Context: an optimization exercise on an open-source flow, tuned for small area, a short achievable clock period and few clock cycles. The choices shown serve that exercise and are no tape-out recipe.
RTL that was checked went through simulation tests only; none was proved equivalent to the original.
No activity file was given, so power comes from the tool's default toggle rates.

Setup of before:
## CPU
module CPU(clk, reset, initPC,
			  imem_addr, imem_rdata,
			  dmem_addr, dmem_wdata, dmem_we, dmem_rdata,
			  halted);
For scale: ~4,600 cells after synthesis, about 1,100 flip-flops, about 200 I/O pins.
make LEC_CHECK=0 CAP_MARGIN=20 CORE_MARGIN=2 CORE_UTILIZATION=45 CTS_BUF_LIST='sky130_fd_sc_hd__clkbuf_4 sky130_fd_sc_hd__clkbuf_8' SETUP_SLACK_MARGIN=5 SLEW_MARGIN=20 finish   # period 10.0 ns
run.sh (not shown) runs the stock make flow with config.mk's settings and CLKGATE_MAP_FILE= SYNTH_SCRIPT=/design/flow/synth_recipe.tcl, a recipe that flattens the netlist after the stock synthesis.
Edits applied to the flow inputs when going from before to after:
# before
export LEC_CHECK = 0
export CAP_MARGIN = 20
export CORE_MARGIN = 2
export CORE_UTILIZATION = 45
export CTS_BUF_LIST = sky130_fd_sc_hd__clkbuf_4 sky130_fd_sc_hd__clkbuf_8
export SETUP_SLACK_MARGIN = 5
export SLEW_MARGIN = 20
create_clock -name core_clock -period 10.0 [get_ports {clk}]
# after
export LEC_CHECK = 0
export CAP_MARGIN = 20
export CORE_MARGIN = 2
export CORE_UTILIZATION = 45
export SETUP_SLACK_MARGIN = 5
export SLEW_MARGIN = 20
create_clock -name core_clock -period 10.0 [get_ports {clk}]
[summary]
The final reports for after and before show share of total power in combinational logic lower in the former. | minimum clock period after layout | after vs before | better |. Of before and after, the run reporting the lower wire length of the first global-routing pass was after. Changes observed in after relative to before: fraction of area in registers fell 0.51 points; share of the clock period used by the worst path fell 1.7 points; wire length per cell rose 1.1%. Note that the non-clock buffer count recorded for after amounts to 1.06 times the value seen in before. Compared with before, after shows number of cells on the worst reg-to-reg path higher by 2. Global-route usage delta for after relative to before: 0.36 points lower. NOTE post-CTS resize count before->after decreased by a little under 10%. | transition time at the pin with the least slew margin | after vs before | 0.032 ns lower |.
Function was not checked in any run of this note: the RTL went through the layout flow alone.

* * *

Setup of run 1:
The RTL this note starts from:
==> flow/design.v <==
`timescale 1ns / 1ps
module ALU (a, b, sa, sub, sel_or, sel_and, sel_slt, sel_sll, y);
	input [31:0] a, b;
	input [4:0] sa;
	input sub, sel_or, sel_and, sel_slt, sel_sll;
	output reg [31:0] y;
	wire [31:0] sum = a + (sub ? ~b : b) + {31'd0, sub};
	wire lt = (a[31] ^ b[31]) ? a[31] : sum[31];
	always @(*) begin
		if (sel_or) y = a | b;
		else if (sel_and) y = a & b;
		else if (sel_slt) y = {31'd0, lt};
		else if (sel_sll) y = a << sa;
		else y = sum;
	end
endmodule
`timescale 1ns / 1ps
module AddrGen (a, imm, y);
	input [31:0] a;
	input [15:0] imm;
	output [31:0] y;
	wire [16:0] lo = {1'b0, a[15:0]} + {1'b0, imm};
	wire [15:0] hi1 = a[31:16] + 16'd1;
	assign y = {lo[16] ? hi1 : a[31:16], lo[15:0]};
endmodule
`timescale 1ns / 1ps
module CPU(clk, reset, initPC,
			  imem_addr, imem_rdata,
			  dmem_addr, dmem_wdata, dmem_we, dmem_rdata,
			  halted);
	input clk, reset;
	input [31:0] initPC;
	output [31:0] imem_addr;
	input  [31:0] imem_rdata;
	output [31:0] dmem_addr;
	output [31:0] dmem_wdata;
	output dmem_we;
	input  [31:0] dmem_rdata;
	output reg halted;
	localparam [5:0] op_add  = 6'b000000, op_sub  = 6'b000001, op_addi = 6'b000010,
	                 op_or   = 6'b010000, op_and  = 6'b010001, op_ori  = 6'b010010,
	                 op_sll  = 6'b011000, op_move = 6'b100000, op_slt  = 6'b100111,
	                 op_sw   = 6'b110000, op_lw   = 6'b110001, op_beq  = 6'b110100,
	                 op_j    = 6'b111000, op_jr   = 6'b111001, op_jal  = 6'b111010,
	                 op_halt = 6'b111111;
	reg [31:0] PC;
	assign imem_addr = PC;
	reg [31:0] e_a, e_b;
	reg [15:0] e_imm;
	reg [4:0]  e_rd;
	reg e_we, e_lw, e_sw, e_beq, e_jr;
	reg e_sub, e_or, e_and, e_slt, e_sll;
	wire [31:0] alu_y;
	ALU alu(.a(e_a), .b(e_b), .sa(e_imm[10:6]), .sub(e_sub), .sel_or(e_or),
	        .sel_and(e_and), .sel_slt(e_slt), .sel_sll(e_sll), .y(alu_y));
	wire [31:0] wb = e_lw ? dmem_rdata : alu_y;
	AddrGen ag(.a(e_a), .imm(e_imm), .y(dmem_addr));
	assign dmem_wdata = e_b;
	assign dmem_we    = e_sw & ~reset;
	wire taken = e_beq & (e_a == e_b);
	wire redirect = taken | e_jr;
	wire [31:0] btarget = PC + {{14{e_imm[15]}}, e_imm, 2'b00};
	wire [31:0] ins = imem_rdata;
	wire [5:0] op = ins[31:26];
	wire [4:0] rs = ins[25:21], rt = ins[20:16], rd = ins[15:11];
	wire d_add  = op == op_add,  d_sub  = op == op_sub,  d_addi = op == op_addi;
	wire d_or   = op == op_or,   d_and  = op == op_and,  d_ori  = op == op_ori;
	wire d_sll  = op == op_sll,  d_move = op == op_move, d_slt  = op == op_slt;
	wire d_sw   = op == op_sw,   d_lw   = op == op_lw,   d_beq  = op == op_beq;
	wire d_j    = op == op_j,    d_jr   = op == op_jr,   d_jal  = op == op_jal;
	wire d_halt = op == op_halt;
	wire wr_rd = d_add | d_sub | d_or | d_and | d_sll | d_move | d_slt;
	wire wr_rt = d_addi | d_ori | d_lw;
	wire [4:0] dest = d_jal ? 5'd31 : (wr_rt ? rt : rd);
	reg [31:0] register [1:31];
	reg [31:0] rf_a, rf_b;
	integer i;
	always @(*) begin
		rf_a = 32'd0;
		rf_b = 32'd0;
		for (i = 1; i < 32; i = i + 1) begin
			rf_a = rf_a | (register[i] & {32{rs == i}});
			rf_b = rf_b | (register[i] & {32{rt == i}});
		end
	end
	always @(posedge clk)
		if (e_we && e_rd != 5'd0)
			register[e_rd] <= wb;
	wire [31:0] pc4 = PC + 32'd4;
	wire fwd_a = e_we & (e_rd == rs);
	wire fwd_b = e_we & (e_rd == rt);
	wire [31:0] a_val = d_jal ? pc4 : (fwd_a ? wb : rf_a);
	wire alu_imm = d_addi | d_ori | d_jal;
	wire [31:0] b_val = alu_imm ? {16'd0, d_jal ? 16'd0 : ins[15:0]} : (fwd_b ? wb : rf_b);
	wire kill = reset | redirect;
	always @(posedge clk) begin
		e_a <= a_val;
		e_b <= b_val;
		e_imm <= d_jal ? 16'd0 : ins[15:0];
		e_rd <= dest;
		e_sub <= d_sub | d_slt;
		e_or  <= d_or | d_ori;
		e_and <= d_and;
		e_slt <= d_slt;
		e_sll <= d_sll;
		if (kill) begin
			e_we <= 1'b0; e_lw <= 1'b0; e_sw <= 1'b0;
			e_beq <= 1'b0; e_jr <= 1'b0;
		end else begin
			e_we <= (wr_rd | wr_rt | d_jal) & (dest != 5'd0);
			e_lw <= d_lw; e_sw <= d_sw;
			e_beq <= d_beq; e_jr <= d_jr;
		end
	end
	always @(posedge clk) begin
		if (reset) PC <= initPC;
		else if (redirect) PC <= e_jr ? e_a : btarget;
		else if (d_halt) PC <= PC;
		else if (d_j | d_jal) PC <= {PC[31:28], ins[25:0], 2'b00};
		else PC <= pc4;
	end
	always @(posedge clk) begin
		if (reset) halted <= 1'b0;
		else if (d_halt & ~redirect) halted <= 1'b1;
	end
endmodule
Settings: LEC_CHECK=0, CAP_MARGIN=20, CORE_MARGIN=2, CORE_UTILIZATION=40, SETUP_SLACK_MARGIN=5, SLEW_MARGIN=20, SYNTH_HIERARCHICAL=1; clock period 10.0 ns.
Testbench counts of run 1, summed over its fixed seeds: cycles 18,739.
Changes in run 2 relative to run 1:
Settings: CTS_CLUSTER_DIAMETER: unset -> 100; CTS_CLUSTER_SIZE: unset -> 20.
[summary]
Taking run 1 as the reference, in run 2 cell area after layout now sits lower; required time at the worst-slack endpoint picked up an extra 2610 ps; maximum achievable frequency moved up; slew of the pin with the lowest slew margin has decreased; depth of the most critical reg-to-reg path fell 2.
| total power | run 2 vs run 1 | better |
Compared run 1 against run 2; die area within noise.
Re synthesized cell count: no difference whatsoever between run 2 and run 1.
The wire length the detailed router placed on met1 of run 1 and that of run 2 are within noise of each other.
Of the two values seen for worst setup path category, register to primary output was produced by run 1 and primary input to register by run 2.
Any difference in multi-input combinational cell area between run 1 and run 2 is small enough to ignore.
Run 2 vs run 1 on routed wire length: run 2 is the lower one.
Here is what was changed in the inputs of run 3 compared with run 2.
Settings: CTS_CLUSTER_DIAMETER: 100 -> 70; CTS_CLUSTER_SIZE: 20 -> 12; SETUP_SLACK_MARGIN: 5 -> unset; CTS_BUF_LIST: unset -> sky130_fd_sc_hd__clkbuf_8.
==> flow/flow/run.sh (new file) <==
#!/bin/bash
# Own layout flow: the standard flow (standard.sh, every step, its
# synthesis unchanged) with two changes to how the layout is optimised:
#  - the port buffers that global placement inserts are sky130_fd_sc_hd__buf_1
#    rather than the delay buffer buffer_ports picks by default (every input
#    and output port still gets its own buffer, which repair may resize);
#  - repair_timing aims for 5.3 ns of setup slack at the design's 10 ns clock.
# make's full output goes to standard_flow.log in this folder; ORFS's own
# per-step logs stay under orfs/logs.
set -euo pipefail
export BUFFER_PORTS_ARGS="-buffer_cell sky130_fd_sc_hd__buf_1"
export SETUP_SLACK_MARGIN=5.3
bash standard.sh > standard_flow.log 2>&1
==> flow/standard.sh (new file) <==
#!/bin/bash
# synth_recipe.tcl (not shown) runs the flow's synth.tcl, then flattens the netlist and writes it again
# the make line also repeats each setting of config.mk as NAME=value (left out here)
make -C /OpenROAD-flow-scripts/flow DESIGN_CONFIG=/design/flow/config.mk WORK_HOME=/design/flow/orfs CLKGATE_MAP_FILE= SYNTH_SCRIPT=/design/flow/synth_recipe.tcl "${@:-finish}"
removed: flow/run.sh
==> comparison <==
[compare] base=run 2 new=run 3: number of multi-input combinational cells flat; number of nets with antenna violations after routing ~0 delta; proportion of cell area occupied by registers shows an increase of 0.54 points. When run 3 is set beside run 2, its logic gate share of total power turns out to be 1.0 points larger. The more densely filled core belongs to run 2, not run 3. On worst-case setup margin in the final layout, run 3 tracks run 2 almost exactly. Compared run 3 vs run 2, and via count of the routed design is up in run 3. From run 3 to run 2, CTS H-tree depth did not move at all. Between run 3 and run 2, the difference in clock network area share is negligible.
--- input diff run 3..run 4 ---
Settings: CTS_CLUSTER_SIZE changed from 12 to 16; CTS_CLUSTER_DIAMETER changed from 70 to 80; CTS_BUF_LIST removed (was sky130_fd_sc_hd__clkbuf_8).
--- outcome ---
In run 4, stage delay of the slowest cell on the critical path is higher than in run 3.
Compared with run 3, in run 4 final cell count now sits lower; critical path depth went down.
The following lists how run 5 was set up differently from run 4:
Settings: CTS_CLUSTER_DIAMETER now 100, was 80; CTS_CLUSTER_SIZE now 20, was 16.
--- a/flow/flow/run.sh
+++ b/flow/flow/run.sh
@@ -6,3 +6,3 @@
 #    and output port still gets its own buffer, which repair may resize);
-#  - repair_timing aims for 5.3 ns of setup slack at the design's 10 ns clock.
+#  - repair_timing aims for 6.0 ns of setup slack at the design's 10 ns clock.
 # make's full output goes to standard_flow.log in this folder; ORFS's own
@@ -11,3 +11,3 @@
 export BUFFER_PORTS_ARGS="-buffer_cell sky130_fd_sc_hd__buf_1"
-export SETUP_SLACK_MARGIN=5.3
+export SETUP_SLACK_MARGIN=6.0
 bash standard.sh > standard_flow.log 2>&1
### Flow results
- Compare run 4 and run 5 | share of the cycle needed by the critical path after routing higher: run 4
- Area of all placed cells without fillers, run 5 vs run 4: up by a few percent
- Run 5 ended up with a higher total power than run 4 did.
- Summary: total via count after detailed routing, run 5 worse than run 4
- From run 4 to run 5 the numbers moved as follows: area occupied by multi-input gates moved up; number of antenna violations at the first check in global routing lost 3.
- Each of the runs, namely run 4 and run 5, reached the end of the flow and came out clean.
- Run 5 vs run 4 — signed area change from the synthesized netlist to the final layout rose 4.2 points.

what the ideal ports hide:
In the flow no input, the clock included, has a driving cell. The finished layouts below were timed again as built, in two steps.
Step 1 sets driving cells, clkbuf_16 on the clock port and buf_2 on the other inputs (assumed; they add their load-dependent delay and slew).
Step 2 moves the port delays by t, midway between the first and last clock arrival at a register: inputs arrive t later, outputs are due t later. That takes back most of the time a late clock gives input paths.
Slacks: no drivers / after step 1 / after step 2; pairs: no drivers / after step 1.
run	shift t [ns]	setup WS [ns]	worst setup path after step 2	clock arrival spread, ns	slew at the worst register clock pin (ns)
before	0.968	4.218 / 4.145 / 3.855	input to register	0.054 / 0.055	0.07 / 0.07
after	0.796	4.393 / 4.319 / 4.039	input to register	0.040 / 0.040	0.07 / 0.07
run 1	0.845	4.805 / 4.719 / 3.997	input to register	0.044 / 0.043	0.07 / 0.07
run 2	0.747	4.859 / 4.835 / 4.088	input to register	0.044 / 0.044	0.10 / 0.10
run 3	0.975	4.862 / 4.780 / 4.135	input to register	0.083 / 0.084	0.10 / 0.10
run 4	0.793	5.027 / 4.955 / 4.291	input to register	0.038 / 0.038	0.09 / 0.09
run 5	0.762	5.171 / 5.095 / 5.069	input to register	0.041 / 0.041	0.11 / 0.11
After both steps setup and hold are still met in every run listed. The setup slack of run 1, which loses most, moves by -0.086 ns with the drivers and by -0.808 ns with both steps.
